From an optimization exercise on the open Yosys and OpenROAD flow, aimed at small area; shortcuts taken in it are not production practice. Function was checked by simulation only, so behaviour that the tests miss may differ from the original. No driver is modelled on the clock port, so clocking that relies on it looks cheaper here than on a real chip. Power and IR drop assume default switching activity.

==> flow/design.v <==
module debounce(
    input  btnl,
    input  clk,
    input  stb,      
    input  ph2,      
    input  btn,
    output fire
    );
reg       btn0, btn1, key, rose;
reg [4:0] btn_cnt;
localparam [4:0] C29 = 5'd24, C30 = 5'd16;
assign fire = rose & ph2;
always @(posedge clk or posedge btnl)
begin
    if (btnl)
        begin
            btn0 <= 0;  btn1 <= 0;  btn_cnt <= 0;  key <= 0;  rose <= 0;
        end
    else if (stb)
        begin
            btn0 <= btn;  btn1 <= btn0;
            if (btn0 ^ btn1)
                btn_cnt <= 0;
            else if (btn_cnt != C30)
                btn_cnt <= {btn_cnt[3:0], ~(btn_cnt[4] ^ btn_cnt[2])};
            rose <= (btn_cnt == C29) & btn1 & ~key;
            if (btn_cnt == C29)
                key <= btn1;
        end
end
endmodule
module mch_codec
(
    input   btnl,  
    input   clk,   
    input   btnr,  
    input   btnd,  
    input   [15:0] sw,
    input   rxsd,
    output  reg txsd,
    output  [6:0] seg,
    output  dp,
    output  [3:0] an,
    output  reg [15:0] led
);
assign seg = 7'b1111111;
assign dp  = 1'b0;
reg [4:0] q25p;
reg [1:0] q4p;
localparam [4:0] L0 = 5'd0, L1 = 5'd1, L21 = 5'd22, L22 = 5'd13, L23 = 5'd26, L24 = 5'd20;
wire p99 = (q4p == 2'd3) & (q25p == L24);
wire stb = (q4p == 2'd3) & (q25p == L22);
always @(posedge clk or posedge btnl)
    if (btnl)
        begin q25p <= L21;  q4p <= 2'd3; end
    else if (q25p == L24)
        begin q25p <= L0;  q4p <= q4p + 2'd1; end
    else
        q25p <= {q25p[3:0], ~(q25p[4] ^ q25p[2])};
wire start, lsel_tg;
debounce u_debounce0 (.btnl(btnl), .clk(clk), .stb(stb), .ph2(p99), .btn(btnr), .fire(start));
debounce u_debounce1 (.btnl(btnl), .clk(clk), .stb(stb), .ph2(p99), .btn(btnd), .fire(lsel_tg));
reg lsel;
assign an = {lsel, ~lsel, ~lsel, lsel};
always @(posedge clk or posedge btnl)
    if (btnl)
        lsel <= 1'b0;
    else if (lsel_tg)
        lsel <= ~lsel;
reg [6:0] u;
always @(posedge clk or posedge btnl)
    if (btnl)
        u <= 127;
    else if (start)
        u <= 4;
    else if (p99)
        u <= (u < 83) ? u + 1'b1 : 7'd127;
reg [3:0] nib;
reg       sbit;
wire      lt   = (nib < 10);
wire [3:0] low = lt ? nib : nib + 4'd7;
wire      cap  = (q4p == 3) & (q25p == L23) & (u[2:0] == 3'd6) &
                 (u[6:3] >= 4'd3) & (u[6:3] <= 4'd7);
always @(posedge clk)
    if (cap)
        begin
            sbit <= low[0];
            case (u[5:3])
            3'd3: nib <= sw[15:12];
            3'd4: nib <= sw[11:8];
            3'd5: nib <= sw[7:4];
            3'd6: nib <= sw[3:0];
            default: ;
            endcase
        end
wire [2:0] j = u[2:0];
reg        cbit;
always @*
    case (j)
    3'd0: cbit = 1'b0;
    3'd1: cbit = ~lt;
    3'd2: cbit = lt;
    3'd3: cbit = lt;
    3'd4: cbit = low[3];
    3'd5: cbit = low[2];
    3'd6: cbit = low[1];
    default: cbit = sbit;
    endcase
reg bbit;
always @*
    if (u < 24)         bbit = ~u[1];             
    else if (u < 32)    bbit = (j == 3'd5);       
    else if (u < 64)    bbit = cbit;              
    else                bbit = ~u[1];             
wire sdo = bbit ^ ~q4p[1];
always @(posedge clk or posedge btnl)
    if (btnl)
        txsd <= 1;
    else if ((q25p == L1) & q4p[0])
        begin
            if (u < 16)         txsd <= u[1];
            else if (u < 72)    txsd <= sdo;
            else if (u < 84)    txsd <= ~u[1];
            else                txsd <= 1'b1;
        end
reg       rd0, rd1, rxing;
reg       chi;
reg [4:0] clo;
reg       pl0, pl1;
reg [7:0] acnt;
reg       bad;         
wire rR = pl0 & ~pl1;
wire rF = pl1 & ~pl0;
always @(posedge clk or posedge btnl)
    if (btnl)
        begin rd0 <= 1;  rd1 <= 1; end
    else
        begin rd0 <= rxsd;  rd1 <= rd0; end
always @(posedge clk or posedge btnl)
    if (btnl)
        begin rxing <= 0;  chi <= 1; end
    else if (~rxing & rd1 & ~rd0)
        begin rxing <= 1;  chi <= 0; end
    else if (rxing)
        begin
            if (rd0 ^ rd1)
                chi <= 0;
            else if (clo == L24)
                chi <= ~chi;
            if (acnt == 170)    rxing <= 0;
        end
    else
        chi <= 1;
always @(posedge clk)
    if (~rxing | (rd0 ^ rd1) | (clo == L24))
        clo <= L0;
    else
        clo <= {clo[3:0], ~(clo[4] ^ clo[2])};
always @(posedge clk)
    begin pl0 <= chi;  pl1 <= pl0; end
always @(posedge clk)
    if (~rxing)
        acnt <= 0;
    else if (rR & (acnt < 170))
        acnt <= acnt + 1'b1;
always @(posedge clk)
    if (~rxing)
        bad <= 0;
    else if (rR & (((acnt < 24) & (rd0 != acnt[2])) | ((acnt == 8'd39) & (tpd != 8'hcc))))
        bad <= 1;
reg [7:0] tpd;
reg [3:0] d0, d1, d2, d3;
reg [3:0] v;
reg       x0, x1, cm;
reg [3:0] nb0, nb1, nb2, nb3;
wire       dig   = (tpd[7:4] == 4'h3) & (tpd[3:0] < 10);
wire       alp   = (tpd[7:4] == 4'h4) & (tpd[3:0] > 0) & (tpd[3:0] < 7);
wire       rvld  = dig | alp;
wire [3:0] rdec  = dig ? tpd[3:0] : tpd[3:0] + 4'd9;
always @(posedge clk)
    if (rR)
        begin
            if (~acnt[0])
                tpd <= {tpd[6:0], ~rd0};
            if (acnt == 8'd71)  begin d0 <= rdec;  v[0] <= rvld; end
            if (acnt == 8'd87)  begin d1 <= rdec;  v[1] <= rvld; end
            if (acnt == 8'd103) begin d2 <= rdec;  v[2] <= rvld; end
            if (acnt == 8'd119) begin d3 <= rdec;  v[3] <= rvld; end
        end
always @(posedge clk or posedge btnl)
    if (btnl)
        begin x0 <= 1;  x1 <= 1;  cm <= 0; end
    else
        begin
            x0 <= pl1;  x1 <= x0;
            cm <= x1 & ~x0 & (acnt == 8'd142) & ~bad;
        end
always @(posedge clk or posedge btnl)
    if (btnl)
        begin nb0 <= 0;  nb1 <= 0;  nb2 <= 0;  nb3 <= 0; end
    else if (cm)
        begin
            if (v[0]) nb0 <= d0;
            if (v[1]) nb1 <= d1;
            if (v[2]) nb2 <= d2;
            if (v[3]) nb3 <= d3;
        end
always @(posedge clk or posedge btnl)
    if (btnl)
        led <= 0;
    else if (lsel == 0)
        led <= sw;
    else
        led <= {nb0, nb1, nb2, nb3};
endmodule
==> flow/flow/run.sh <==
#!/bin/bash
# Standard ORFS layout with these changes: ports are buffered with the
# smallest buffer, CTS inserts no dummy loads, tie cells are not split per load.
set -euo pipefail
export BUFFER_PORTS_ARGS="-buffer_cell sky130_fd_sc_hd__buf_1"
export CTS_ARGS="-sink_clustering_enable -repair_clock_nets -root_buf sky130_fd_sc_hd__clkbuf_16 -buf_list sky130_fd_sc_hd__clkbuf_4 -dont_use_dummy_load"
export SKIP_REPAIR_TIE_FANOUT=1
bash standard.sh > standard_flow.log 2>&1
==> flow/standard.sh <==
#!/bin/bash
# synth_recipe.tcl (not shown) runs the flow's synth.tcl, then flattens the netlist and writes it again
# the make line also repeats each setting of config.mk as NAME=value (left out here)
make -C /OpenROAD-flow-scripts/flow DESIGN_CONFIG=/design/flow/config.mk WORK_HOME=/design/flow/orfs CLKGATE_MAP_FILE= SYNTH_SCRIPT=/design/flow/synth_recipe.tcl "${@:-finish}"
==> flow/config.mk <==
export PLATFORM = sky130hd
export DESIGN_NAME = mch_codec
export DESIGN_NICKNAME = mch_codec
export VERILOG_FILES = /design/flow/design.v
export SDC_FILE = /design/flow/constraint.sdc
export NUM_CORES = 4
export LEC_CHECK = 0
export CAP_MARGIN = 20
export CORE_MARGIN = 2
export CORE_UTILIZATION = 50
export SLEW_MARGIN = 20
==> flow/constraint.sdc <==
create_clock -name core_clock -period 10.0 [get_ports {clk}]
set_input_delay 2.0000 -clock core_clock [delete_from_list [all_inputs] [get_ports {clk}]]
set_output_delay 2.0000 -clock core_clock [all_outputs]
set_load 0.01 [all_outputs]
==> run notes, run 1 <==
* Post-CTS setup buffer count at 0
* IO Port Bufs at about 40
* TNS Setup at 0 ps
* Slew HR at between 30% and 40%
* Post-synth top area cell: dfrtp_1
* Status: no timing/DRC/antenna violations
* Post-synthesis instance total at 467
* DRC at 0
* Mapped Area at between 5000 and 6000 sq um
* Slew Limit Fails at 0
* Total Power at 882 uW
* Final worst-path cycle share at roughly 36%
* Top cell type's share of synthesized area at roughly 25%
* GR peak layer: met2
* CP Launch Type: flop
* Via Count at about 3400
* Final ANT Viol Nets at 0
* CP Capture Type: output port
* Final Hold Slack at 327 ps
* Post-CTS resize count at 0
* CTS Hold Buffers Added at 0
* Grt ovf at 0
* Final wirelength at around 9400 um
* Diodes inserted at 0
* Boundary Pins at 50
* HP Class: reg -> reg
* Initial antenna violation count at 0
* Share of layout cells above drive strength 1 at 15.1%
* CP Class: reg -> out
* Worst EP arrival at about 1600 ps
* Largest cells by area after synthesis: dfrtp_1 25%, edfxtp_1 18%, dfstp_2 8.7%
* RD Place Congestion at 0.773
* Clock buffer count from CTS at 17
* Per-cell routed wire length at roughly 15 um
* Area Overhead vs Synth at 5.93%
* PwrDens at between 150 and 200 nW/um^2
* Row cnt at 38
* Fin. Hold Viols at 0
* CTS tree: built
* CP max FO at 24
* Nets@finish at between 500 and 600
* Clock Root Buffer: clkbuf_16
* Final setup viols at 0
* Die height at about 110 um
* Utilization after layout at 53.8%
* VDD IR max at approximately 0.1 mV
* First-pass GRT wire length at 15600 um
* Iteration-0 DRC Markers at approximately 230
* Clock latency (worst-skew pair) at around 360 ps
* Die area at 11800 sq um
* Slew @ Worst Pin at 918 ps
* Fmax at around 0.28 GHz
* Flops & latches, synth at ~120
* H-tree Lvls at 4
* Static leakage power at 0.00229 uW
* Initial Util at a little over 50%
* Grt met2 use at 24.8%
* Register area share after synthesis at between 50 and 60%
* Clk sinks at between 100 and 150
* Syn_area_per_cell at ~12 sq um
* Post-route minimum period at approximately 3600 ps
* Ys async rst share at about three fifths
* Core footprint at between 10000 and 15000 sq um
* Total GRT Usage at about 17%
* DR pass1 iterations at 5
* EDFF count, synth at 33
* Vias per Instance at 5.40
* RSZ-0062 raised after global routing: false
* Worst-path clk slew at around 100 ps
* Yosys warns at 2
* Library cells used by synthesis at 64
* DP Wirelength at around 6600 um
* WP data required at roughly 8000 ps
* Met3 Use GR at under 10%
* Met1 usage at between 20% and 30%
* Largest net degree at the start of global routing at 74
* Number of global-route vias before repair at roughly 3200
* DIE WIDTH at between 100 and 150 um
* Syn Nets at between 400 and 500
* Clk buf depth at 2
* Top FF cell, synth: dfrtp_1
* Worst Skew at between 30 and 40 ps
* Max Cap Viol at 0
[report_power, final]
part           switching (uW)  internal [uW]  total (uW)
clock network             142           92.7         235
registers                26.2            546         572
logic                    43.2           31.9        75.1
[state kept, by name, summed over array words and instances, names as in the netlist, 5 cells and up]
signal	cells
u_debounce1.btn_cnt	5
acnt	8
clo	5
q25p	5
led	16
u_debounce0.btn_cnt	5
u	7
tpd	8
[stage by stage]
stage | instances | area (sq um) | setup WS, ps
final | 636 | 5780 | 6400
after global routing | 636 | 5780 | 6270
after CTS | 636 | 5780 | 6380
after detailed placement | 619 | 5640 | 6740
after global placement | 619 | 5640 | 6750
after floorplan | 467 | 5460 | 6180
[kinds of logic after synthesis]
group	share of synthesized area [%]
fa+ha+maj	2.29
compound gates	9.49
flops	57.9
mux	8.68
xor+xnor	3.21
other cells	0.138
simple gates	13.9
buf+inv	4.40
[path summary, 6_finish.rpt]
check | start | end | slack, ps | cells past startpoint
min in group asynchronous | btnl | u_debounce1.btn0 | 1900 | 3
max in group asynchronous | btnl | q25p[3] | 7480 | 3
setup / recovery | lsel | an[2] | 6400 | 2
hold reg to reg | pl1 | x0 | 330 | 0
hold / removal | pl1 | x0 | 330 | 0
setup reg to reg | u[1] | txsd | 7770 | 7
[worst max-delay path: stages, from the launching register on]
cell,delay (ps)
dfrtp_1,890
inv_1,200
buf_1,180
[area by class of cell]
class	count	area, sq um
fillers	1006	4960
flip-flops and latches	122	3160
multi-input cells	293	2060
well taps	140	175
repair buffers	42	161
clock buffers	17	145
inverters	22	82.6
[routing by layer]
| layer | up-vias | part of all wire (%) |
|---|---|---|
| li1 | 1706 | - |
| met1 | 1640 | 50 |
| met2 | 75 | 44 |
| met3 | 11 | 4.6 |
| met4 | 0 | 1.4 |
| met5 | - | 0 |
[layout by cell type, fill, tap and decap left out, drive strengths merged, types with 4 or more instances in the layout]
cell    instances
dfrtp          55
nand2          51
buf            42
mux2           35
edfxtp         33
o21ai          24
inv            22
dfstp          18
clkbuf         17
dfxtp          16
nor2           14
and2           12
a21oi          12
xnor2          11
nor2b          10
nor3           10
ha             10
xor2            9
nand3           8
mux2i           8
nand4           8
nor4            7
o31ai           5
and3            4
a41oi           4
a22o            4
o221ai          4
[cell usage after synthesis, drive strengths merged (8+ instances only)]
library cell,number
a21oi,12
and2,12
buf,17
clkbuf,13
dfrtp,55
dfstp,18
dfxtp,16
edfxtp,33
ha,10
inv,22
mux2,35
mux2i,8
nand2,51
nand3,8
nand4,8
nor2,14
nor2b,10
nor3,10
o21ai,24
xnor2,11
xor2,9
==> run 2, diff against run 1 <==
==> flow/flow/run.sh (replaced) <==
#!/bin/bash
# Layout = the standard ORFS flow (standard.sh), with these changes:
#  - ports are buffered with the smallest buffer (buf_1);
#  - CTS inserts no dummy loads, uses clkbuf_4 under a clkbuf_16 root;
#  - tie cells are not split per load;
#  - after CTS, fix_clk.tcl sizes each clock buffer to the smallest clkbuf
#    that keeps the slew at its loads under CLK_SLEW_TARGET.
# Each tool's output goes to its own log file in this folder.
set -euo pipefail
export BUFFER_PORTS_ARGS="-buffer_cell sky130_fd_sc_hd__buf_1"
export CTS_ARGS="-sink_clustering_enable -repair_clock_nets -root_buf sky130_fd_sc_hd__clkbuf_16 -buf_list sky130_fd_sc_hd__clkbuf_4 -dont_use_dummy_load"
export SKIP_REPAIR_TIE_FANOUT=1
bash standard.sh cts > standard_to_cts.log 2>&1
RES_DIR=orfs/results/sky130hd/mch_codec/base CLK_SLEW_TARGET=0.1 \
  openroad -no_init -exit flow/fix_clk.tcl > fix_clk.log 2>&1
bash standard.sh > standard_finish.log 2>&1
==> flow/flow/fix_clk.tcl (new file) <==
# Resize each clock-tree buffer to the smallest clkbuf whose loads all see a
# slew below the target, leaves first, then re-legalize the placement.
set lib  $::env(FLOW_HOME)/platforms/sky130hd/lib/sky130_fd_sc_hd__tt_025C_1v80.lib
set res  $::env(RES_DIR)
set target $::env(CLK_SLEW_TARGET)
read_liberty $lib
read_db $res/4_cts.odb
read_sdc $res/4_cts.sdc
source $::env(FLOW_HOME)/platforms/sky130hd/setRC.tcl
set_propagated_clock [all_clocks]

set sizes {sky130_fd_sc_hd__clkbuf_1 sky130_fd_sc_hd__clkbuf_2 sky130_fd_sc_hd__clkbuf_4 sky130_fd_sc_hd__clkbuf_8 sky130_fd_sc_hd__clkbuf_16}

proc load_slew {inst} {
  set opin [get_pins -of_objects $inst -filter "direction == output"]
  set net [get_nets -of_objects $opin]
  set mx 0
  foreach p [get_pins -of_objects $net -filter "direction == input"] {
    set s [get_property $p slew_max]
    if {$s > $mx} {set mx $s}
  }
  return $mx
}

proc is_leaf {inst} {
  set opin [get_pins -of_objects $inst -filter "direction == output"]
  set net [get_nets -of_objects $opin]
  foreach p [get_pins -of_objects $net -filter "direction == input"] {
    set c [get_cells -of_objects $p]
    if {[string match "*clkbuf*" [get_property $c ref_name]]} {return 0}
  }
  return 1
}

set bufs [get_cells clkbuf_*]
set leaves {}
set others {}
foreach b $bufs { if {[is_leaf $b]} {lappend leaves $b} else {lappend others $b} }

foreach pass {1 2} {
  foreach b [concat $leaves $others] {
    foreach s $sizes {
      replace_cell $b $s
      estimate_parasitics -placement
      if {[load_slew $b] < $target} break
    }
  }
  detailed_placement
  estimate_parasitics -placement
}
foreach b [concat $leaves $others] {
  puts "[get_full_name $b] [get_property $b ref_name] [load_slew $b]"
}
check_placement
write_db $res/4_cts.odb
==> run 2 against run 1 <==
Compared with the run above:
- still clean
- synthesized cell count did not move
- routed wire length grew 0.21%
- worst setup slack got worse by 6.4 ps
- final cell count unchanged
- critical path depth is the same
- critical path type unchanged
- highest routed layer unchanged
==> run notes, run 2 <==
* Status: no timing/DRC/antenna violations
* Die area at 11800 sq um
* Vias per Instance at 5.45
* Nets@finish at roughly 530
* FILL cells at between 1000 and 1500
* CP Launch Type: flop
* WP depth at 2
* CP Capture Type: output port
* Total Power at between 800 and 900 uW
* Largest Register: led
* RD Place Congestion at roughly 0.77
* Slew @ Worst Pin at between 900 and 1000 ps
* Via Count at around 3500
* Switch share at about 24%
* Mapped Area at about 5500 sq um
* CTS Hold Buffers Added at 0
* Grt ovf at 0
* Post-route minimum period at 3600 ps
* Fmax at between 0.2 and 0.3 GHz
* Slew HR at approximately two fifths
* DRC at 0
* Worst Skew at around 38 ps
* CP max stage cell: dfrtp_1
* Static leakage power at approximately 0.0023 uW
* Top cell type's share of synthesized area at 25.2%
* DR pass1 iterations at 4
* Final Hold Slack at around 320 ps
* Combinational fraction of design power at about 8.5%
* WP data required at 8000 ps
* Clk sinks at 122
* Most common cell after layout, fill and taps aside: dfrtp_1
* Max Cap Viol at 0
* Post-synth top area cell: dfrtp_1
* Syn Nets at 498
* Worst R2R Setup Slack at slightly below 8000 ps
* Cell Area, Placed at ~5600 sq um
* Clock buffer count from CTS at 17
* IO Port Bufs at 41
* Clock Root Buffer: clkbuf_16
* EDFF count, synth at 33
* Number of global-route vias before repair at 3254
* Register area share after synthesis at 57.9%
* Buf/Inv on CP at 2
* Yosys warns at 2
* HP Class: reg -> reg
* Per-cell routed wire length at between 10 and 15 um
* Worst-path clk slew at 70 ps
* Boundary Pins at 50
* Die height at 109 um
* Fin. Hold Viols at 0
* Top FF cell, synth: dfrtp_1
* Clock share of power at 27.3%
* Critical path cell sequence: inv_1 > buf_1
* VDD IR max at between 0.1 and 0.15 mV
* CP peak stage delay at approximately 900 ps
* Final worst-path cycle share at ~36%
* Ys async rst share at 59.8%
* Largest cells by area after synthesis: dfrtp_1 25%, edfxtp_1 18%, dfstp_2 8.7%
* TNS Setup at 0 ps
* Final instance area at between 5000 and 6000 sq um
* Diodes inserted at 0
* Flops & latches, synth at between 100 and 150
* DP Wirelength at between 6000 and 7000 um
* Count leader, synth: dfrtp_1
* Largest registers: led (16), acnt (8), tpd (8)
* CP Class: reg -> out
* Most frequent cells in the layout: 55 x dfrtp_1, 51 x nand2_1, 41 x buf_1
* Post-CTS resize count at 0
* First-pass GRT wire length at around 16000 um
* CTS tree: built
* Sequential Power Share at roughly 64%
* HP Start: pl1
* Clock latency (worst-skew pair) at about 350 ps
* Switching power at about 210 uW
* Setup slack after layout at around 6400 ps
* Initial Util at around half
* Share of layout cells above drive strength 1 at around 15%
* RR Startpoint: u[1]
* Post-synthesis instance total at 467
* Iteration-0 DRC Markers at between 200 and 250
* H-tree Lvls at 4
* Final wirelength at ~9400 um
* Row cnt at 38
* Final ANT Viol Nets at 0
* Syn_area_per_cell at 11.7 sq um
* Worst setup endpoint: an[2]
* CP max FO at 24
* P_int at between 600 and 700 uW
* DIE WIDTH at roughly 110 um
* Largest net degree at the start of global routing at 74
* Core footprint at around 11000 sq um
* RR Endpoint: txsd
* PwrDens at approximately 150 nW/um^2
* Critical Path Start: lsel
* Final setup viols at 0
* Top post-synthesis cells by count: 55 x dfrtp_1, 51 x nand2_1, 33 x edfxtp_1, 33 x mux2_2, 21 x inv_1
* RSZ-0062 raised after global routing: false
* Max reg flops at 16
* Area Overhead vs Synth at 6.12%
* Total GRT Usage at between 15 and 20%
* Top Family by Delay on Critical Path: flip-flops
* Worst EP arrival at approximately 1600 ps
* Library cells used by synthesis at 64
* Post-CTS setup buffer count at 0
* Place WS at approximately 6700 ps
* Slew Limit Fails at 0
* Initial antenna violation count at 0
* R2R depth at 7
* Clk buf depth at 2
-- run 2: cell families after synthesis --
family	share of synthesized area [%]
compound gates	9.49
xor+xnor	3.21
fa+ha+maj	2.29
buf+inv	4.40
flops	57.9
mux	8.68
other cells	0.138
simple gates	13.9
-- run 2: worst reg2reg max path: stages, from the launching register on --
cell,delay (ps)
dfstp_2,630
inv_1,120
ha_1,240
or4b_1,560
nor2_1,110
nor3_1,60
a2111o_1,360
nand4_1,90
-- run 2: cell type report --
class                   instances  area [sq um]  area share (%)
flip-flops and latches        122          3160            54.5
inverters                      22          82.6            1.43
well taps                     140           175            3.02
multi-input cells             293          2060            35.5
clock buffers                  17           155            2.68
repair buffers                 42           161            2.79
-- run 2: per-stage QoR --
| step | util [%] | instances |
|---|---|---|
| 5_1_grt | 53.9 | 636 |
| 3_3_place_gp | 52.5 | 619 |
| 3_5_place_dp | 52.5 | 619 |
| 6_report | 53.9 | 636 |
| 4_1_cts | 53.8 | 636 |
| 2_1_floorplan | - | 467 |
-- run 2: power groups by stage --
stage                     registers [uW]  logic [uW]  clock network [uW]
after floorplan                      572        62.8                   0
after global placement               582        75.6                   0
after detailed placement             582        76.8                   0
after CTS                            572        77.1                 246
after global routing                 576        86.9                 277
final                                572        75.6                 243
-- run 2: metal layers --
layer | vias up | GRT usage (%) | wire length [um]
met5 | - | 0 | 0
met1 | 1669 | 24.5 | 4720
li1 | 1705 | - | -
met4 | 0 | 6.68 | 114
met3 | 12 | 5.67 | 435
met2 | 78 | 25.0 | 4130
-- run 2: how the worst min path moves through the flow --
| stage | depth (start not counted) | to |
|---|---|---|
| 4_1_cts | 0 | x0 |
| 3_5_place_dp | 0 | x0 |
| 6_report | 0 | x0 |
| 5_1_grt | 0 | x0 |
| 3_3_place_gp | 0 | x0 |
| 2_1_floorplan | 0 | x0 |
==> run 3, diff against run 2 <==
--- a/flow/design.v
+++ b/flow/design.v
@@ -129,6 +129,8 @@
 reg       pl0, pl1;
 reg [7:0] acnt;
 reg       bad;         
+reg  [6:0] tpd;                  
+wire [7:0] rbyte = {tpd, ~rd0};   
 wire rR = pl0 & ~pl1;
 wire rF = pl1 & ~pl0;
 always @(posedge clk or posedge btnl)
@@ -166,26 +168,25 @@
 always @(posedge clk)
     if (~rxing)
         bad <= 0;
-    else if (rR & (((acnt < 24) & (rd0 != acnt[2])) | ((acnt == 8'd39) & (tpd != 8'hcc))))
+    else if (rR & (((acnt < 24) & (rd0 != acnt[2])) | ((acnt == 8'd38) & (rbyte != 8'hcc))))
         bad <= 1;
-reg [7:0] tpd;
 reg [3:0] d0, d1, d2, d3;
 reg [3:0] v;
 reg       x0, x1, cm;
 reg [3:0] nb0, nb1, nb2, nb3;
-wire       dig   = (tpd[7:4] == 4'h3) & (tpd[3:0] < 10);
-wire       alp   = (tpd[7:4] == 4'h4) & (tpd[3:0] > 0) & (tpd[3:0] < 7);
+wire       dig   = (rbyte[7:4] == 4'h3) & (rbyte[3:0] < 10);
+wire       alp   = (rbyte[7:4] == 4'h4) & (rbyte[3:0] > 0) & (rbyte[3:0] < 7);
 wire       rvld  = dig | alp;
-wire [3:0] rdec  = dig ? tpd[3:0] : tpd[3:0] + 4'd9;
+wire [3:0] rdec  = dig ? rbyte[3:0] : rbyte[3:0] + 4'd9;
 always @(posedge clk)
     if (rR)
         begin
             if (~acnt[0])
-                tpd <= {tpd[6:0], ~rd0};
-            if (acnt == 8'd71)  begin d0 <= rdec;  v[0] <= rvld; end
-            if (acnt == 8'd87)  begin d1 <= rdec;  v[1] <= rvld; end
-            if (acnt == 8'd103) begin d2 <= rdec;  v[2] <= rvld; end
-            if (acnt == 8'd119) begin d3 <= rdec;  v[3] <= rvld; end
+                tpd <= rbyte[6:0];
+            if (acnt == 8'd70)  begin d0 <= rdec;  v[0] <= rvld; end
+            if (acnt == 8'd86)  begin d1 <= rdec;  v[1] <= rvld; end
+            if (acnt == 8'd102) begin d2 <= rdec;  v[2] <= rvld; end
+            if (acnt == 8'd118) begin d3 <= rdec;  v[3] <= rvld; end
         end
 always @(posedge clk or posedge btnl)
     if (btnl)
==> run 3 against run 2 <==
Compared with the run above:
- still clean
- first-iteration DRC count is 21% higher
- design area about the same
- clock skew decreased by 4.6 ps
- sequential power decreased by 5.4%
- power is 4.9% lower
- global-route usage is 0.54 points higher
- worst setup slack improved by 37 ps
- fmax rose by 1.0%
- area after synthesis shrank 0.18%
- combinational power is 29% lower
- critical path type unchanged
- largest cell class unchanged
==> run notes, run 3 <==
* Status: no timing/DRC/antenna violations
* Register area share after synthesis at between 50% and 60%
* Final ANT Viol Nets at 0
* Largest Register: led
* Total GRT Usage at between 15 and 20%
* Post-route minimum period at 3560 ps
* CTS Hold Buffers Added at 0
* Fin. Hold Viols at 0
* Max reg flops at 16
* Final wirelength at slightly below 10000 um
* Top post-synthesis cells by count: 61 x nand2_1, 55 x dfrtp_1, 32 x edfxtp_1
* EDFF count, synth at 32
* Top FF cell, synth: dfrtp_1
* Flops & latches, synth at ~120
* DR pass1 iterations at 4
* Post-synth top area cell: dfrtp_1
* CTS tree: built
* CP max FO at 24
* CP peak stage delay at 920 ps
* Per-cell routed wire length at 15.4 um
* VDD IR max at 0.0788 mV
* Most frequent cells in the layout: 61 x nand2_1, 55 x dfrtp_1, 41 x buf_1
* RR Startpoint: u[1]
* CP Capture Type: output port
* First-pass GRT wire length at between 15000 and 20000 um
* HP Start: pl0
* Worst EP arrival at about 1600 ps
* Initial Util at approximately half
* Largest net degree at the start of global routing at 74
* CP Class: reg -> out
* Clock latency (worst-skew pair) at 350 ps
* PwrDens at between 100 and 150 nW/um^2
* Mapped Area at around 5500 sq um
* Clk sinks at between 100 and 150
* Post-CTS resize count at 0
* Ys async rst share at about three fifths
* Most common cell after layout, fill and taps aside: nand2_1
* Largest registers: led (16), acnt (8)
* RD Place Congestion at about 0.8
* Max Cap Viol at 0
* Clock Root Buffer: clkbuf_16
* Row cnt at 38
* Initial antenna violation count at 0
* Final setup viols at 0
* Diodes inserted at 0
* Grt ovf at 0
* Critical Path Start: lsel
* Iteration-0 DRC Markers at about 260
* DRC at 0
* Nets@finish at between 500 and 600
* Die area at around 12000 sq um
* Largest cells by area after synthesis: dfrtp_1 25%, edfxtp_1 18%, dfstp_2 8.7%
* RSZ-0062 raised after global routing: false
* DP Wirelength at slightly below 7000 um
* Fmax at 0.281 GHz
* Boundary Pins at 50
* Clk buf depth at 2
* Syn Nets at 503
* Slew @ Worst Pin at approximately 1000 ps
* Static leakage power at ~0.0023 uW
* Number of global-route vias before repair at roughly 3300
* Top cell type's share of synthesized area at 25.3%
* HP Class: reg -> reg
* Vias per Instance at 5.57
* Yosys warns at 2
* Final worst-path cycle share at between 30% and 40%
* IO Port Bufs at about 40
* Die height at roughly 110 um
* CP Launch Type: flop
* Critical path cell sequence: inv_1 > buf_1
* Syn_area_per_cell at between 10 and 15 sq um
* Cell Area, Placed at around 5600 sq um
* Share of layout cells above drive strength 1 at 15.3%
* Count leader, synth: nand2_1
* Worst Skew at 33.2 ps
* DIE WIDTH at about 110 um
* TNS Setup at 0 ps
* Via Count at 3573
* Core footprint at around 11000 sq um
* Post-CTS setup buffer count at 0
* Slew Limit Fails at 0
* Area Overhead vs Synth at 6.27%
* H-tree Lvls at 4
* Clock buffer count from CTS at 17
* Final instance area at roughly 5800 sq um
* Slew HR at between 30% and 40%
* Worst-path clk slew at ~90 ps
* Post-synthesis instance total at 472
* CP max stage cell: dfrtp_1
* Buf/Inv on CP at 2
* Top Family by Delay on Critical Path: flip-flops
* Library cells used by synthesis at 62
* WP data required at roughly 8000 ps
## run 3: cell families (layout without fill, tap and decap cells)
kind of cell,after synthesis,after routing,synth area share [%]
flip-flops,121,121,57.4
multiplexers,36,36,7.32
AO/OA/AOI/OAI,76,76,9.76
buffers and inverters,51,81,4.38
AND/OR/NAND/NOR,154,154,15.1
XOR/XNOR,22,22,3.54
other,2,2,0.138
adder cells (fa/ha/maj),10,10,2.30
## run 3: metrics by stage
| step | hold WS, ps | setup WS [ps] | instances | power (uW) | utilization [%] |
|---|---|---|---|---|---|
| finish | 368 | 6440 | 642 | 847 | 53.9 |
| global route | 372 | 6260 | 642 | 889 | 53.9 |
| CTS | 371 | 6400 | 642 | 846 | 53.7 |
| floorplan | 331 | 6180 | 472 | 589 | - |
| global placement | 356 | 6780 | 625 | 605 | 52.4 |
| detailed placement | 358 | 6800 | 625 | 606 | 52.4 |
## run 3: cell type report
| cell class | instances | area [sq um] |
|---|---|---|
| tap | 140 | 175 |
| timing repair buffer | 42 | 161 |
| multi-input combinational | 300 | 2080 |
| inverter | 22 | 82.6 |
| clock buffer | 17 | 161 |
| sequential | 121 | 3130 |
| fill | 965 | 4950 |
## run 3: report_power, final
group          switching, uW  internal (uW)  total (uW)
logic                   29.0           25.0        54.0
clock network            148            104         252
registers               19.5            522         541
## run 3: final timing paths
kind                                                to  slack [ps]  cells after the start
worst max-delay path                             an[1]        6440                      2
worst min register to register                     pl1         370                      0
min in group asynchronous       u_debounce1.btn_cnt[2]        1910                      3
worst min-delay path                               pl1         370                      0
worst max register to register                    txsd        7710                      7
max in group asynchronous                       led[0]        7470                      3
## run 3: metal layers
layer	track usage, %	up-vias	share of wire, %	wire [um]
met4	6.41	0	1.2	120
met2	26.3	87	45	4430
met1	25.5	1753	49	4890
met3	5.12	11	4.7	471
met5	0	-	0	0
li1	-	1722	-	-
==> run 4, diff against run 3 <==
==> flow/flow/run.sh (replaced) <==
#!/bin/bash
# Layout = the standard ORFS flow (standard.sh), with these changes:
#  - synthesis maps logic with an area-oriented ABC script (flow/area.abc);
#    the synthesis script is otherwise the standard flow's own (synth_recipe.tcl);
#  - ports are buffered with the smallest buffer (buf_1);
#  - CTS inserts no dummy loads, uses clkbuf_4 under a clkbuf_16 root;
#  - tie cells are not split per load;
#  - after CTS, fix_clk.tcl sizes each clock buffer to the smallest clkbuf
#    that keeps the slew at its loads under CLK_SLEW_TARGET.
# Each tool's output goes to its own log file in this folder.
set -euo pipefail
W=$PWD
{ head -n 1 synth_recipe.tcl; cat flow/abc_area.tcl; tail -n +2 synth_recipe.tcl; } > area_synth.tcl
sed "s#SYNTH_SCRIPT=[^ ]*#SYNTH_SCRIPT=$W/area_synth.tcl#" standard.sh > area_standard.sh
grep -q "SYNTH_SCRIPT=$W/area_synth.tcl" area_standard.sh
export AREA_ABC_SCRIPT=$W/flow/area.abc
export BUFFER_PORTS_ARGS="-buffer_cell sky130_fd_sc_hd__buf_1"
export CTS_ARGS="-sink_clustering_enable -repair_clock_nets -root_buf sky130_fd_sc_hd__clkbuf_16 -buf_list sky130_fd_sc_hd__clkbuf_4 -dont_use_dummy_load"
export SKIP_REPAIR_TIE_FANOUT=1
bash area_standard.sh cts > flow_to_cts.log 2>&1
RES_DIR=orfs/results/sky130hd/mch_codec/base CLK_SLEW_TARGET=0.1 \
  openroad -no_init -exit flow/fix_clk.tcl > fix_clk.log 2>&1
bash area_standard.sh > flow_finish.log 2>&1
==> flow/flow/abc_area.tcl (new file) <==
# Map with an area-oriented ABC script instead of ORFS's speed script:
# the design has several ns of slack at the 10 ns clock.  Only the
# combinational mapping changes; flip-flops are mapped before abc runs.
proc abc {args} {
  set i [lsearch -exact $args -script]
  if {$i >= 0} { lset args [expr {$i + 1}] $::env(AREA_ABC_SCRIPT) }
  yosys abc {*}$args
}
==> flow/flow/area.abc (new file) <==
&get -n
&st
&dch
&nf -R 1000 -p
&put
==> run 4 against run 3 <==
Compared with the run above:
- first-iteration DRC count fell by 30%
- core utilization rose by 0.77 points
- fmax fell by 0.38%
- worst setup slack got worse by 13 ps
- via count fell by 5.0%
- critical path type unchanged
- largest cell class unchanged
- highest routed layer unchanged
==> run notes, run 4 <==
* Vias per Instance at between 5 and 6
* Final ANT Viol Nets at 0
* Fin. Hold Viols at 0
* Post-route minimum period at 3580 ps
* Clock Root Buffer: clkbuf_16
* DRC at 0
* Largest net degree at the start of global routing at between 70 and 80
* Clk buf depth at 2
* CTS tree: built
* Initial Util at between 50% and 60%
* Ys async rst share at 60.3%
* Share of layout cells above drive strength 1 at 7.76%
* Most frequent cells in the layout: 77 x nand2_1, 55 x dfrtp_1, 41 x buf_1
* Top FF cell, synth: dfrtp_1
* Total Power at ~890 uW
* Largest Register: led
* EDFF count, synth at 32
* Via Count at ~3400
* Max Cap Viol at 0
* RD Place Congestion at ~0.77
* Critical path cell sequence: clkinv_1 > buf_1
* Final worst-path cycle share at approximately 36%
* Post-synthesis instance total at 445
* CTS Hold Buffers Added at 0
* Slew Limit Fails at 0
* Diodes inserted at 0
* Syn Nets at approximately 480
* Most common cell after layout, fill and taps aside: nand2_1
* DIE WIDTH at approximately 110 um
* Syn_area_per_cell at between 10 and 15 sq um
* Clock latency (worst-skew pair) at 350 ps
* RSZ-0062 raised after global routing: false
* Clk sinks at 121
* Final instance area at about 5600 sq um
* Die area at between 10000 and 15000 sq um
* Register area share after synthesis at about three fifths
* Count leader, synth: nand2_1
* CP max FO at 20
* Worst Skew at roughly 47 ps
* Grt ovf at 0
* Nets@finish at roughly 520
* Final setup viols at 0
* Top post-synthesis cells by count: 77 x nand2_1, 55 x dfrtp_1, 35 x mux2_1
* Iteration-0 DRC Markers at 184
* Max reg flops at 16
* FILL cells at ~910
* CP Class: reg -> out
* Row cnt at 37
* IO Port Bufs at ~40
* Status: no timing/DRC/antenna violations
* Post-CTS resize count at 0
* Buf/Inv on CP at 2
* Post-CTS setup buffer count at 0
* WP data required at roughly 8000 ps
* Number of global-route vias before repair at between 3000 and 4000
* Clock buffer count from CTS at 17
* First-pass GRT wire length at about 16000 um
* PwrDens at approximately 160 nW/um^2
* Total GRT Usage at 18.5%
* Slew @ Worst Pin at ~930 ps
* Worst EP arrival at about 1600 ps
* VDD IR max at 0.116 mV
* Flops & latches, synth at 121
* Slew HR at a little under two fifths
* Cell Area, Placed at 5410 sq um
* Library cells used by synthesis at 49
* Static leakage power at approximately 0.0023 uW
* TNS Setup at 0 ps
* Top Family by Delay on Critical Path: flip-flops
* Initial antenna violation count at 0
* DP Wirelength at about 6600 um
* Die height at ~110 um
* Utilization after layout at 54.7%
* H-tree Lvls at 4
* CP Launch Type: flop
* Fmax at approximately 0.28 GHz
* Final wirelength at around 9500 um
* Largest registers: led (16), acnt (8)
* Yosys warns at 2
* Area Overhead vs Synth at 7.67%
* Largest cells by area after synthesis: dfrtp_1 27%, edfxtp_1 19%, dfstp_2 9.1%
* CP Capture Type: output port
* HP Class: reg -> reg
* Worst-path clk slew at around 90 ps
* CP peak stage delay at between 800 and 900 ps
* DR pass1 iterations at 4
* Per-cell routed wire length at approximately 15 um
* CP max stage cell: dfrtp_1
* Boundary Pins at 50
* Top cell type's share of synthesized area at 26.6%
* Mapped Area at about 5200 sq um
* Post-synth top area cell: dfrtp_1
* Core footprint at 10200 sq um
-- run 4: cell types whose count changed after synthesis, sizes merged, moves of 7 or more --
cell    delta
inv       -22
nor2      +13
a21oi      -7
and2       -7
nand2     +15
nand3      +7
clkbuf    -13
clkinv    +15
-- run 4: layout make-up --
type / count / area [sq um] / area share [%]
sequential: 121 / 3130 / 56.2
multi-input combinational: 295 / 1900 / 34.1
timing repair buffer: 42 / 161 / 2.90
inverter: 15 / 56.3 / 1.01
tap: 136 / 170 / 3.06
clock buffer: 17 / 153 / 2.74
-- run 4: cells by family (layout without fill, tap and decap cells) --
logic type	Yosys count	after routing	share of synthesized area [%]
and+or+nand+nor	168	168	15.4
DFF	121	121	60.5
AOI/OAI and AO/OA	63	63	8.11
muxes	35	35	7.62
buffers and inverters	29	74	2.90
xor gates and xnor gates	17	17	2.88
adders and majority gates	10	10	2.42
other	2	2	0.145
-- run 4: metrics by stage --
stage	cells	hold slack [ps]	setup WS [ps]
floorplan	445	305	6830
global placement	609	310	6850
detailed placement	609	315	6800
CTS	626	343	6410
global route	626	342	6310
finish	626	333	6420
-- run 4: worst reg2reg max path, delay by kind of cell (launching register included) --
kind | cells | cell delay [ps]
xor gates and xnor gates | 1 | 170
buffers and inverters | 1 | 150
and+or+nand+nor | 1 | 530
DFF | 1 | 620
AOI/OAI and AO/OA | 5 | 950
adders and majority gates | 1 | 230
-- run 4: power breakdown --
part / internal (uW) / switching (uW)
logic: 28.7 / 44.5
registers: 546 / 27.5
clock network: 97.3 / 146
total: 672 / 218
-- run 4: worst paths after layout --
kind                       from  slack (ps)                to  cells after the start
max in group asynchronous  btnl        7460  u_debounce0.rose                      3
hold / removal              pl1         330                x0                      0
setup reg to reg           u[1]        7240              txsd                      9
min in group asynchronous  btnl        1920  u_debounce1.btn1                      3
setup / recovery           lsel        6420             an[1]                      2
hold reg to reg             pl1         330                x0                      0
-- run 4: routing by layer --
layer	GRT usage [%]	wire length (um)	vias to the layer above	part of all wire, %
li1	-	-	1663	-
met1	25.6	4590	1623	48
met2	27.2	4220	90	44
met3	6.25	497	17	5.2
met4	6.86	184	0	1.9
met5	0	0	-	0
==> run 5, diff against run 4 <==
--- a/flow/flow/run.sh
+++ b/flow/flow/run.sh
@@ -1,6 +1,7 @@
 #!/bin/bash
 # Layout = the standard ORFS flow (standard.sh), with these changes:
-#  - synthesis maps logic with an area-oriented ABC script (flow/area.abc);
+#  - synthesis maps logic with an area-oriented ABC script (flow/area.abc,
+#    a 60 s &deepsyn AIG optimization, then area-oriented &nf mapping);
 #    the synthesis script is otherwise the standard flow's own (synth_recipe.tcl);
 #  - ports are buffered with the smallest buffer (buf_1);
 #  - CTS inserts no dummy loads, uses clkbuf_4 under a clkbuf_16 root;
==> flow/flow/area.abc (replaced) <==
&get -n
&st
&deepsyn -T 60
&dch
&nf -R 1000 -p
&put
--- a/flow/config.mk
+++ b/flow/config.mk
@@ -7,5 +7,5 @@
 export LEC_CHECK = 0
 export CAP_MARGIN = 20
 export CORE_MARGIN = 2
-export CORE_UTILIZATION = 50
+export CORE_UTILIZATION = 45
 export SLEW_MARGIN = 20
==> run 5 against run 4 <==
Compared with the run above:
- final cell count down 2.7%
- critical path depth down 1
- via count fell by 5.8%
- still clean
- fmax rose by 20%
- clock power is essentially flat
- routed wire length is 4.2% lower
==> run notes, run 5 <==
* Status: no timing/DRC/antenna violations
* Final setup viols at 0
* Post-synth top area cell: dfrtp_1
* Die height at around 110 um
* H-tree Lvls at 4
* HP Class: reg -> reg
* Number of global-route vias before repair at around 3100
* Mapped Area at 5070 sq um
* Met1 WL at 4370 um
* Post-synthesis instance total at ~420
* DIE WIDTH at 110 um
* FILL cells at about 1000
* Most frequent cells in the layout: 55 x dfrtp_1, 48 x nand2_1, 41 x buf_1
* Static leakage power at 0.00224 uW
* Row cnt at 38
* Fmax at 0.334 GHz
* Area Overhead vs Synth at 7.99%
* CP Capture Type: output port
* Diodes inserted at 0
* Largest Register: led
* Total GRT Usage at between 10% and 20%
* Top post-synthesis cells by count: 55 x dfrtp_1, 48 x nand2_1, 36 x nor2_1
* PwrDens at approximately 150 nW/um^2
* CTS Hold Buffers Added at 0
* Worst Skew at about 36 ps
* Clk sinks at ~120
* Largest registers: led (16), acnt (8)
* Cell Area, Placed at about 5300 sq um
* RR Endpoint: u[5]
* CP max FO at 2
* IO Port Bufs at ~40
* Critical path cell sequence: buf_1
* Syn_area_per_cell at 12.0 sq um
* Syn Nets at between 400 and 500
* Top Family by Delay on Critical Path: flip-flops
* Vias per Instance at ~5.2
* Initial Util at a little under half
* RR Startpoint: q25p[4]
* Critical Path Start: txsd
* CP peak stage delay at about 540 ps
* CP max stage cell: dfstp_2
* Metal3 WL at roughly 460 um
* Yosys warns at 2
* Via Count at around 3200
* Register area share after synthesis at between 60% and 70%
* Top FF cell, synth: dfrtp_1
* Post-CTS setup buffer count at 0
* Post-CTS resize count at 0
* Buf/Inv on CP at 1
* Top Metal Used: met4
* Die area at 12100 sq um
* Clk buf depth at 2
* First-pass GRT wire length at between 15000 and 20000 um
* Worst EP arrival at just under 1000 ps
* Largest net degree at the start of global routing at 74
* Count leader, synth: dfrtp_1
* Final ANT Viol Nets at 0
* Total Power at 831 uW
* DP Wirelength at between 6000 and 7000 um
* Max reg flops at 16
* Core footprint at approximately 11000 sq um
* Iteration-0 DRC Markers at 211
* DR pass1 iterations at 4
* Largest cells by area after synthesis: dfrtp_1 27%, edfxtp_1 19%, dfstp_2 9.3%
* Ys async rst share at between 60% and 70%
* Post-route minimum period at approximately 3000 ps
* Flops & latches, synth at 121
* R2R depth at 6
* Clock Root Buffer: clkbuf_16
* Most common cell after layout, fill and taps aside: dfrtp_1
* Slew Limit Fails at 0
* Library cells used by synthesis at 46
* EDFF count, synth at 32
* Max Cap Viol at 0
* Clock buffer count from CTS at 17
* Final instance area at around 5500 sq um
* Boundary Pins at 50
* TNS Setup at 0 ps
* Grt ovf at 0
* Final wirelength at ~9100 um
* Final worst-path cycle share at approximately 30%
* Nets@finish at approximately 500
* Slew HR at 39.4%
* Metal2 WL at between 4000 and 5000 um
* DRC at 0
* WP data required at roughly 8000 ps
* RD Place Congestion at approximately 0.77
* RSZ-0062 raised after global routing: false
* Per-cell routed wire length at roughly 15 um
* Worst setup endpoint: txsd
* Initial antenna violation count at 0
* Clock latency (worst-skew pair) at 350 ps
* Share of layout cells above drive strength 1 at roughly 8.1%
* CP Launch Type: flop
* Fin. Hold Viols at 0
* CTS tree: built
* Slew @ Worst Pin at just over 900 ps
* Worst R2R Setup Slack at approximately 7800 ps
* WP depth at 1
* CP Class: reg -> out
* Worst-path clk slew at roughly 90 ps
* Top cell type's share of synthesized area at around 27%
* VDD IR max at 0.0812 mV
-- run 5: cell type report --
class	instances	area [sq um]	area share, %
Tap cell	140	175	3.20
Clock buffer	17	155	2.83
Multi-Input combinational cell	275	1800	32.9
Sequential cell	121	3130	57.1
Timing Repair Buffer	43	169	3.08
Inverter	13	48.8	0.890
-- run 5: through the flow --
stage | setup WS [ps] | hold WS [ps] | std cells | utilization [%]
final | 7010 | 302 | 609 | 50.1
after detailed placement | 7040 | 302 | 592 | 48.7
after CTS | 6940 | 305 | 609 | 50.0
after global routing | 6890 | 312 | 609 | 50.1
after global placement | 7060 | 298 | 592 | 48.7
after floorplan | 6810 | 292 | 423 | -
-- run 5: how the worst min path moves through the flow --
stage,from,to,slack (ps),cells past startpoint
CTS,pl1,x0,310,0
floorplan,pl1,x0,290,0
finish,pl1,x0,300,0
global route,pl1,x0,310,0
global placement,pl1,x0,300,0
detailed placement,pl1,x0,300,0
-- run 5: cells by family (layout without fill, tap and decap cells) --
group	Yosys count	after routing	share of synthesized area [%]
other cells	2	2	0.148
flops	121	121	61.7
mux	32	32	7.08
fa+ha+maj	10	10	2.47
xor+xnor	18	18	3.11
buf+inv	27	73	2.81
simple gates	147	147	14.7
compound gates	66	66	8.04
-- run 5: where the power goes --
part / switching, uW / internal, uW
Sequential: 18.7 / 522
Clock: 143 / 99.2
Combinational: 25.8 / 21.6
Total: 188 / 643
-- run 5: metal layers --
metal | vias up | track usage [%]
met1 | 1522 | 22.1
li1 | 1584 | -
met3 | 11 | 5.06
met2 | 80 | 25.9
met5 | - | 0
met4 | 0 | 5.36
==> run 6, diff against run 5 <==
--- a/flow/config.mk
+++ b/flow/config.mk
@@ -7,5 +7,5 @@
 export LEC_CHECK = 0
 export CAP_MARGIN = 20
 export CORE_MARGIN = 2
-export CORE_UTILIZATION = 45
+export CORE_UTILIZATION = 50
 export SLEW_MARGIN = 20
==> run 6 against run 5 <==
Compared with the run above:
- still clean
- design area decreased by 0.27%
- combinational power increased by 1%
- worst setup slack got worse by 210 ps
- sequential share of layout area increased by 0.16 points
- sequential power about the same
- clock power decreased by 2%
- clock skew decreased by 2.9 ps
- area after synthesis unchanged
- global-route usage increased by 1.2 points
- critical path depth increased by 2
- critical path type unchanged
- critical endpoint is now an[2]
==> run notes, run 6 <==
* EDFF count, synth at 32
* Largest registers: led (16), acnt (8)
* Critical path cell sequence: buf_4 > clkinv_1 > buf_1
* Die height at 105 um
* Top post-synthesis cells by count: 55 x dfrtp_1, 48 x nand2_1, 36 x nor2_1
* Cell Area, Placed at approximately 5300 sq um
* PwrDens at between 150 and 200 nW/um^2
* Fin. Hold Viols at 0
* TNS Setup at 0 ps
* CP peak stage delay at roughly 330 ps
* CTS tree: built
* Post-route minimum period at between 3000 and 4000 ps
* Largest net degree at the start of global routing at 74
* RD Place Congestion at between 0.8 and 0.9
* Top FF cell, synth: dfrtp_1
* Largest Register: led
* Slew @ Worst Pin at 908 ps
* Row cnt at 36
* Post-synth top area cell: dfrtp_1
* Worst R2R Setup Slack at between 7000 and 8000 ps
* Syn_area_per_cell at 12.0 sq um
* Final std cells w/o fill at around 600
* Clock buffer count from CTS at 17
* Buf/Inv on CP at 3
* RR Endpoint: txsd
* DRC at 0
* DR pass1 iterations at 4
* DIE WIDTH at 105 um
* WP depth at 3
* Worst Skew at between 30 and 40 ps
* Clk sinks at approximately 120
* Status: no timing/DRC/antenna violations
* Total GRT Usage at 17.8%
* Slew HR at approximately 39%
* CP max stage cell: dfrtp_1
* Diodes inserted at 0
* CP max FO at 23
* Grt ovf at 0
* Count leader, synth: dfrtp_1
* RSZ-0062 raised after global routing: false
* Boundary Pins at 50
* Core footprint at about 9800 sq um
* Per-cell routed wire length at approximately 15 um
* Register area share after synthesis at between 60 and 70%
* RR Startpoint: u[0]
* HP Class: reg -> reg
* Number of global-route vias before repair at between 3000 and 4000
* CP Capture Type: output port
* CP Class: reg -> out
* Final ANT Viol Nets at 0
* Library cells used by synthesis at 46
* Final worst-path cycle share at 32.0%
* Final setup viols at 0
* FILL cells at 886
* Post-CTS resize count at 0
* WP data required at 8000 ps
* Worst setup endpoint: an[2]
* Final Hold Slack at 315 ps
* R2R depth at 9
* Final wirelength at just under 9000 um
* H-tree Lvls at 4
* Iteration-0 DRC Markers at 136
* Clk buf depth at 2
* Top cell type's share of synthesized area at 27.1%
* Slew Limit Fails at 0
* Most common cell after layout, fill and taps aside: dfrtp_1
* Initial Util at about half
* Flops & latches, synth at 121
* Post-synthesis instance total at between 400 and 500
* Worst EP arrival at ~1200 ps
* Via Count at ~3200
* Fmax at around 0.31 GHz
* IO Port Bufs at 41
* Nets@finish at 502
* Placed Instances at about 590
* VDD IR max at roughly 0.077 mV
* First-pass GRT wire length at about 15000 um
* Max Cap Viol at 0
* Utilization after layout at 55.7%
* Share of layout cells above drive strength 1 at between 8 and 9%
* Ys async rst share at about three fifths
* Mapped Area at a little over 5000 sq um
* Initial antenna violation count at 0
* Most frequent cells in the layout: 55 x dfrtp_1, 48 x nand2_1, 41 x buf_1
* Final instance area at 5470 sq um
* Yosys warns at 2
* Clock latency (worst-skew pair) at about 340 ps
* Max reg flops at 16
* CP Launch Type: flop
* Top Family by Delay on Critical Path: buffers and inverters
* Static leakage power at 0.00224 uW
* Syn Nets at between 400 and 500
* Area Overhead vs Synth at 7.69%
* Largest cells by area after synthesis: dfrtp_1 27%, edfxtp_1 19%, dfstp_2 9.3%
* Critical Path Start: lsel
* Die area at 11000 sq um
* Vias per Instance at 5.25
* Post-CTS setup buffer count at 0
* Clock Root Buffer: clkbuf_16
* Worst-path clk slew at about 90 ps
* DP Wirelength at ~6200 um
* CTS Hold Buffers Added at 0
-- run 6: power breakdown --
group          leakage, uW  total [uW]  internal [uW]  switching (uW)
sequential         0.00133         542            522            19.2
clock            0.0000881         237           95.0             142
combinational     0.000821        47.9           21.7            26.2
total              0.00224         826            639             187
-- run 6: metal layers --
| layer | share of wire [%] | global-route usage (%) | wire [um] |
|---|---|---|---|
| met5 | 0 | 0 | 0 |
| met4 | 1.6 | 6.67 | 141 |
| met3 | 5.3 | 5.68 | 471 |
| met2 | 45 | 26.5 | 4000 |
| met1 | 48 | 24.4 | 4270 |
-- run 6: stage by stage --
stage          power [uW]  worst slack (ps)
5_1_grt               873              6680
6_report              826              6800
3_3_place_gp          598              7090
4_1_cts               837              6770
3_5_place_dp          601              7070
2_1_floorplan         583              6810
-- run 6: worst min-delay path by stage --
stage / start / to / slack, ps / depth (start not counted)
final: pl1 / x0 / 310 / 0
after global routing: pl1 / x0 / 330 / 0
after CTS: pl1 / x0 / 320 / 0
after detailed placement: pl1 / x0 / 300 / 0
after global placement: pl1 / x0 / 300 / 0
after floorplan: pl1 / x0 / 290 / 0
-- run 6: cell type report --
cell class                      instances  area, sq um  area share, %
Multi-Input combinational cell        275         1800           33.0
Tap cell                              133          166           3.04
Clock buffer                           17          149           2.72
Timing Repair Buffer                   43          169           3.09
Sequential cell                       121         3130           57.3
Inverter                               13         48.8          0.893
-- run 6: cell families (layout without fill, tap and decap cells) --
| group | Yosys count | after routing | share of synthesized area, % |
|---|---|---|---|
| buffers and inverters | 27 | 73 | 2.81 |
| XOR/XNOR | 18 | 18 | 3.11 |
| flip-flops | 121 | 121 | 61.7 |
| adder cells (fa/ha/maj) | 10 | 10 | 2.47 |
| multiplexers | 32 | 32 | 7.08 |
| AO/OA/AOI/OAI | 66 | 66 | 8.04 |
| other | 2 | 2 | 0.148 |
| AND/OR/NAND/NOR | 147 | 147 | 14.7 |
-- run 6: worst register-to-register path: stages (launching register included) --
cell	delay (ps)
dfstp_2	590
clkinv_1	130
ha_1	290
nor4b_1	300
a31oi_1	70
nand4_1	100
o21ai_0	80
a21oi_1	220
a21oi_1	110
o31ai_1	210
==> run 7, diff against run 6 <==
--- a/flow/flow/run.sh
+++ b/flow/flow/run.sh
@@ -19,6 +19,6 @@
 export CTS_ARGS="-sink_clustering_enable -repair_clock_nets -root_buf sky130_fd_sc_hd__clkbuf_16 -buf_list sky130_fd_sc_hd__clkbuf_4 -dont_use_dummy_load"
 export SKIP_REPAIR_TIE_FANOUT=1
 bash area_standard.sh cts > flow_to_cts.log 2>&1
-RES_DIR=orfs/results/sky130hd/mch_codec/base CLK_SLEW_TARGET=0.1 \
+RES_DIR=orfs/results/sky130hd/mch_codec/base CLK_SLEW_TARGET=0.115 \
   openroad -no_init -exit flow/fix_clk.tcl > fix_clk.log 2>&1
 bash area_standard.sh > flow_finish.log 2>&1
==> run 7 against run 6 <==
Compared with the run above:
- critical path depth unchanged
- core utilization fell by 0.11 points
- global-route usage is the same
- largest cell class unchanged
- count of clock-buffer cells in the layout did not move
- worst hold slack about the same
- critical path type unchanged
- power down 1.1%
- clock power down 4%
- sequential power hardly changed
- fmax hardly changed
- die area unchanged
- sequential share of layout area rose by 0.12 points
- via count barely moved
==> run notes, run 7 <==
* Status: no timing/DRC/antenna violations
* Static leakage power at about 0.0022 uW
* Core footprint at 9820 sq um
* Number of global-route vias before repair at 3146
* Clk buf depth at 2
* Ys async rst share at around three fifths
* Largest Register: led
* CTS tree: built
* Vias per Instance at approximately 5.2
* PwrDens at approximately 150 nW/um^2
* Most common cell after layout, fill and taps aside: dfrtp_1
* Combinational fraction of design power at 5.9%
* Register area share after synthesis at between 60% and 70%
* TNS Setup at 0 ps
* Iteration-0 DRC Markers at between 100 and 150
* Clock buffer count from CTS at 17
* Final setup viols at 0
* Top post-synthesis cells by count: 55 x dfrtp_1, 48 x nand2_1, 36 x nor2_1
* Largest registers: led (16), acnt (8)
* Area Overhead vs Synth at 7.47%
* HP Class: reg -> reg
* Post-synthesis instance total at between 400 and 500
* Multiplexer area fraction after synthesis at under 10%
* Top FF cell, synth: dfrtp_1
* Count leader, synth: dfrtp_1
* Final worst-path cycle share at about a third
* DRC at 0
* Syn Nets at 454
* Largest net degree at the start of global routing at 74
* Largest cells by area after synthesis: dfrtp_1 27%, edfxtp_1 19%, dfstp_2 9.3%
* Fmax at ~0.31 GHz
* Compound-Gate Fraction of Synth Area at 8.04%
* Per-cell routed wire length at between 10 and 15 um
* Post-CTS resize count at 0
* WP data required at roughly 8000 ps
* Final instance area at about 5500 sq um
* Via Count at about 3200
* Sequential Power Share at roughly 66%
* Post-route minimum period at ~3200 ps
* VDD IR max at ~0.076 mV
* Flops & latches, synth at around 120
* EDFF count, synth at 32
* H-tree Lvls at 4
* Final Hold Slack at roughly 310 ps
* Initial Util at 51.7%
* CP max FO at 23
* Xor-xnor portion of the synthesized cell area at 3.11%
* Library cells used by synthesis at 46
* Cell Area, Placed at 5320 sq um
* Final wirelength at between 8000 and 9000 um
* Switching power at roughly 190 uW
* Die area at between 10000 and 15000 sq um
* Diodes inserted at 0
* CP Class: reg -> out
* Max reg flops at 16
* Slew @ Worst Pin at between 900 and 1000 ps
* Utilization after layout at a little under three fifths
* CP Launch Type: flop
* Top cell type's share of synthesized area at a little over a quarter
* Total Power at between 800 and 900 uW
* P_int at 631 uW
* Post-CTS setup buffer count at 0
* Final ANT Viol Nets at 0
* Mapped Area at 5070 sq um
* DP Wirelength at 6200 um
* Max Cap Viol at 0
* CP Capture Type: output port
* Fin. Hold Viols at 0
* Worst-path clk slew at about 90 ps
* First-pass GRT wire length at 15300 um
* Yosys warns at 2
* Clk sinks at between 100 and 150
* Clock latency (worst-skew pair) at between 300 and 400 ps
* Adder-cell share of the synthesized area at 2.47%
* Clock share of power at between 20 and 30%
* Boundary Pins at 50
* IO Port Bufs at 41
* Total GRT Usage at 17.8%
* Post-synth top area cell: dfrtp_1
* DR pass1 iterations at 4
* Most frequent cells in the layout: 55 x dfrtp_1, 48 x nand2_1, 41 x buf_1
* Initial antenna violation count at 0
* Nets@finish at around 500
* Worst EP arrival at 1200 ps
* Grt ovf at 0
* Syn_area_per_cell at roughly 12 sq um
* DIE WIDTH at between 100 and 150 um
* Slew HR at 39.5%
* Row cnt at 36
* RSZ-0062 raised after global routing: false
* Largest family of logic cells by synthesized area: simple AND/OR/NAND/NOR gates
* Share of layout cells above drive strength 1 at approximately 8.1%
* Die height at 105 um
* CTS Hold Buffers Added at 0
* Slew Limit Fails at 0
* Worst Skew at 35.0 ps
* RD Place Congestion at 0.867
* Synth Area in Simple Gates at between 10 and 15%
* Switch share at between 20% and 30%
* Clock Root Buffer: clkbuf_16
-- run 7: logic make-up after synthesis --
logic type / count (synthesis)
AOI/OAI and AO/OA: 66
xor gates and xnor gates: 18
adders and majority gates: 10
buffers and inverters: 27
DFF: 121
muxes: 32
other: 2
and+or+nand+nor: 147
-- run 7: metrics by stage --
step / setup slack (ps) / instances
after floorplan: 6810 / 423
after global placement: 7090 / 585
after detailed placement: 7070 / 585
after CTS: 6770 / 602
after global routing: 6680 / 602
final: 6800 / 602
-- run 7: routing by layer --
layer	share of wire (%)	wire, um	track usage, %
met3	5.3	467	5.68
met5	0	0	0
met1	48	4280	24.4
met4	1.6	141	6.67
met2	45	4000	26.5
-- run 7: final cells by class --
cell class	count	area, sq um
Fill cell	888	4370
Clock buffer	17	138
Tap cell	133	166
Inverter	13	48.8
Multi-Input combinational cell	275	1800
Sequential cell	121	3130
Timing Repair Buffer	43	169
-- run 7: worst paths after layout --
kind	slack (ps)	to	cells after the start	start
min in group asynchronous	1900	u_debounce1.btn_cnt[0]	3	btnl
max in group asynchronous	7500	led[2]	3	btnl
worst max-delay path	6800	an[2]	3	lsel
worst min-delay path	310	x0	0	pl1
worst max register to register	7830	txsd	9	u[0]
worst min register to register	310	x0	0	pl1
-- run 7: worst max-delay path: stages (launching register included) --
cell and delay [ps]:
dfrtp_1 330, buf_4 260, clkinv_1 120, buf_1 140
-- run 7: power by group through the flow --
stage          clock (uW)  combinational, uW  sequential (uW)
3_3_place_gp            0               47.7              551
3_5_place_dp            0               49.1              551
4_1_cts               247               49.2              541
5_1_grt               264               55.8              545
6_report              228               47.9              542
2_1_floorplan           0               35.2              548
==> run 8, diff against run 7 <==
--- a/flow/flow/run.sh
+++ b/flow/flow/run.sh
@@ -1,7 +1,7 @@
 #!/bin/bash
 # Layout = the standard ORFS flow (standard.sh), with these changes:
 #  - synthesis maps logic with an area-oriented ABC script (flow/area.abc,
-#    a 60 s &deepsyn AIG optimization, then area-oriented &nf mapping);
+#    a 60 s &deepsyn AIG optimization, then area-oriented amap mapping);
 #    the synthesis script is otherwise the standard flow's own (synth_recipe.tcl);
 #  - ports are buffered with the smallest buffer (buf_1);
 #  - CTS inserts no dummy loads, uses clkbuf_4 under a clkbuf_16 root;
@@ -19,6 +19,6 @@
 export CTS_ARGS="-sink_clustering_enable -repair_clock_nets -root_buf sky130_fd_sc_hd__clkbuf_16 -buf_list sky130_fd_sc_hd__clkbuf_4 -dont_use_dummy_load"
 export SKIP_REPAIR_TIE_FANOUT=1
 bash area_standard.sh cts > flow_to_cts.log 2>&1
-RES_DIR=orfs/results/sky130hd/mch_codec/base CLK_SLEW_TARGET=0.115 \
+RES_DIR=orfs/results/sky130hd/mch_codec/base CLK_SLEW_TARGET=0.1 \
   openroad -no_init -exit flow/fix_clk.tcl > fix_clk.log 2>&1
 bash area_standard.sh > flow_finish.log 2>&1
==> flow/flow/area.abc (replaced) <==
&get -n
&st
&deepsyn -T 60
&put
dch
amap
==> run 8 against run 7 <==
Compared with the run above:
- still clean on timing, DRC and antenna
- power increased by 1.6%
- worst hold slack hardly changed
- area after synthesis decreased by 0.37%
- global-route usage is 0.19 points higher
- design area about the same
- clock skew shrank 6.0 ps
==> run notes, run 8 <==
* FILL cells at 906
* Yosys warns at 2
* EDFF count, synth at 32
* Flops & latches, synth at ~120
* Worst-path clk slew at approximately 80 ps
* DP Wirelength at ~6700 um
* CP max FO at 25
* DRC at 0
* Final ANT Viol Nets at 0
* Top FF cell, synth: dfrtp_1
* Slew HR at between 40% and 50%
* Clock buffer count from CTS at 17
* Clock latency (worst-skew pair) at ~340 ps
* Core footprint at about 10000 sq um
* Compound-Gate Fraction of Synth Area at between 10% and 20%
* Clk buf depth at 2
* IO Port Bufs at roughly 40
* H-tree Lvls at 4
* Most common cell after layout, fill and taps aside: clkinv_1
* Vias per Instance at between 5 and 6
* Mapped Area at roughly 5100 sq um
* Largest net degree at the start of global routing at 74
* Diodes inserted at 0
* Clock Root Buffer: clkbuf_16
* Final setup viols at 0
* DIE WIDTH at ~100 um
* Largest family of logic cells by synthesized area: compound AO/OA/AOI/OAI gates
* First-pass GRT wire length at 15800 um
* Static leakage power at 0.00208 uW
* VDD IR max at 0.135 mV
* Synth Area in Simple Gates at 13.2%
* WP depth at 2
* Largest Register: led
* Via Count at roughly 3500
* Register area share after synthesis at 61.9%
* Initial Util at roughly 52%
* Post-synth top area cell: dfrtp_1
* Top Family by Delay on Critical Path: flip-flops
* Largest cells by area after synthesis: dfrtp_1 27%, edfxtp_1 19%, dfstp_2 9.4%
* Hold Crit Depth at 0
* Boundary Pins at 50
* RD Place Congestion at approximately 0.85
* Iteration-0 DRC Markers at 200
* Switch share at a little under a quarter
* Post-CTS setup buffer count at 0
* DR pass1 iterations at 4
* Nets@finish at about 560
* CTS Hold Buffers Added at 0
* Buf/Inv on CP at 2
* Final worst-path cycle share at 39.3%
* Worst Skew at a little under 30 ps
* Number of global-route vias before repair at 3432
* Share of layout cells above drive strength 1 at between 7 and 8%
* Final wirelength at around 9300 um
* Top cell type's share of synthesized area at a little over a quarter
* Per-cell routed wire length at roughly 14 um
* CTS tree: built
* Final Hold Slack at around 320 ps
* Final std cells w/o fill at roughly 660
* Slew Limit Fails at 0
* Max Cap Viol at 0
* HP Start: pl1
* Max reg flops at 16
* CP max stage cell: dfrtp_1
* HP Class: reg -> reg
* Critical Path Start: lsel
* Worst R2R Setup Slack at 7620 ps
* Xor-xnor portion of the synthesized cell area at 0%
* RSZ-0062 raised after global routing: false
* Post-CTS resize count at 0
* Critical path cell sequence: clkinv_1 > buf_1
* Largest registers: led (16), acnt (8)
* Library cells used by synthesis at 40
* CP Launch Type: flop
* P_int at 642 uW
* CP Class: reg -> out
* Total GRT Usage at about 18%
* Switching power at between 150 and 200 uW
* CP Capture Type: output port
* RR Startpoint: u[3]
* R2R depth at 7
* Most frequent cells in the layout: 73 x clkinv_1, 72 x nor2_1, 55 x dfrtp_1
* Placed Instances at between 600 and 700
* Post-route minimum period at a little under 4000 ps
* Fmax at between 0.2 and 0.3 GHz
* Top post-synthesis cells by count: 74 x clkinv_1, 72 x nor2_1, 55 x dfrtp_1
* Initial antenna violation count at 0
* Adder-cell share of the synthesized area at under 10%
* Ys async rst share at 60.3%
* Grt ovf at 0
* Clock share of power at between 20 and 30%
* Syn_area_per_cell at approximately 10 sq um
* Total Power at between 800 and 900 uW
* WP data required at roughly 8000 ps
* Row cnt at 36
* Sequential Power Share at 64.4%
* Clk sinks at 121
* CP peak stage delay at 820 ps
* Area Overhead vs Synth at 7.89%
* Fin. Hold Viols at 0
* Slew @ Worst Pin at around 900 ps
* Die area at approximately 11000 sq um
* Status: no timing/DRC/antenna violations
* Multiplexer area fraction after synthesis at 0%
* Count leader, synth: clkinv_1
* Post-synthesis instance total at 484
* Syn Nets at a little over 500
* PwrDens at between 150 and 200 nW/um^2
* Die height at between 100 and 150 um
* Worst EP arrival at 1930 ps
* TNS Setup at 0 ps
* Combinational fraction of design power at 6.2%
-- run 8: changes by cell type after synthesis, sizes merged, moves of 13 or more --
cell | before | now
clkinv | 13 | 74
nor2 | 36 | 72
mux2 | 31 | 0
nand2 | 48 | 27
o22ai | 4 | 22
xnor2 | 13 | 0
-- run 8: path summary, 6_finish.rpt --
check | end
worst max-delay path | an[2]
worst min-delay path | x0
worst max register to register | nib[0]
worst min register to register | x0
max in group asynchronous | led[1]
min in group asynchronous | u_debounce1.btn0
-- run 8: kinds of logic after synthesis --
| kind of cell | Yosys count |
|---|---|
| buf+inv | 88 |
| simple gates | 150 |
| fa+ha+maj | 10 |
| compound gates | 113 |
| other cells | 2 |
| flops | 121 |
-- run 8: worst reg2reg max path: stages (launching register included) --
cell	delay [ps]
dfstp_2	590
clkinv_1	120
nor2_1	270
nor2_1	100
clkinv_1	90
nand4_1	100
nor4_1	400
nor2b_1	380
-- run 8: power by group through the flow --
stage / clock, uW / combinational (uW) / sequential, uW
after floorplan: 0 / 37.4 / 544
after global placement: 0 / 51.8 / 545
after detailed placement: 0 / 52.6 / 545
after CTS: 245 / 52.8 / 535
after global routing: 278 / 60.5 / 537
final: 244 / 51.8 / 535
-- run 8: routing by layer --
layer,GRT usage (%),part of all wire (%),vias up
met4,5.41,0.50,0
met3,5.74,4.6,4
met2,27.9,46,82
li1,-,-,1774
met1,24.2,49,1678
met5,0,0,-
-- run 8: area by class of cell --
class                      instances  area [sq um]  area share [%]
multi-input combinational        275          1550            28.5
clock buffer                      17           158            2.89
inverter                          74           278            5.09
timing repair buffer              43           169            3.10
sequential                       121          3130            57.4
tap                              133           166            3.05
-- run 8: metrics by stage --
step | setup slack [ps] | instance area, sq um | util [%]
final | 6070 | 5460 | 55.8
after CTS | 6040 | 5440 | 55.7
after global placement | 6450 | 5300 | 54.2
after global routing | 5870 | 5460 | 55.8
after floorplan | 6630 | 5060 | -
after detailed placement | 6410 | 5300 | 54.2

Re-timed with assumed drivers on the ports (clkbuf_16 on the clock, buf_2 on other inputs), run 8 has 6.037 ns of setup slack against 6.070 ns with ideal ports, and 6.397 ns once port delays also move by the mid clock arrival of 0.359 ns.
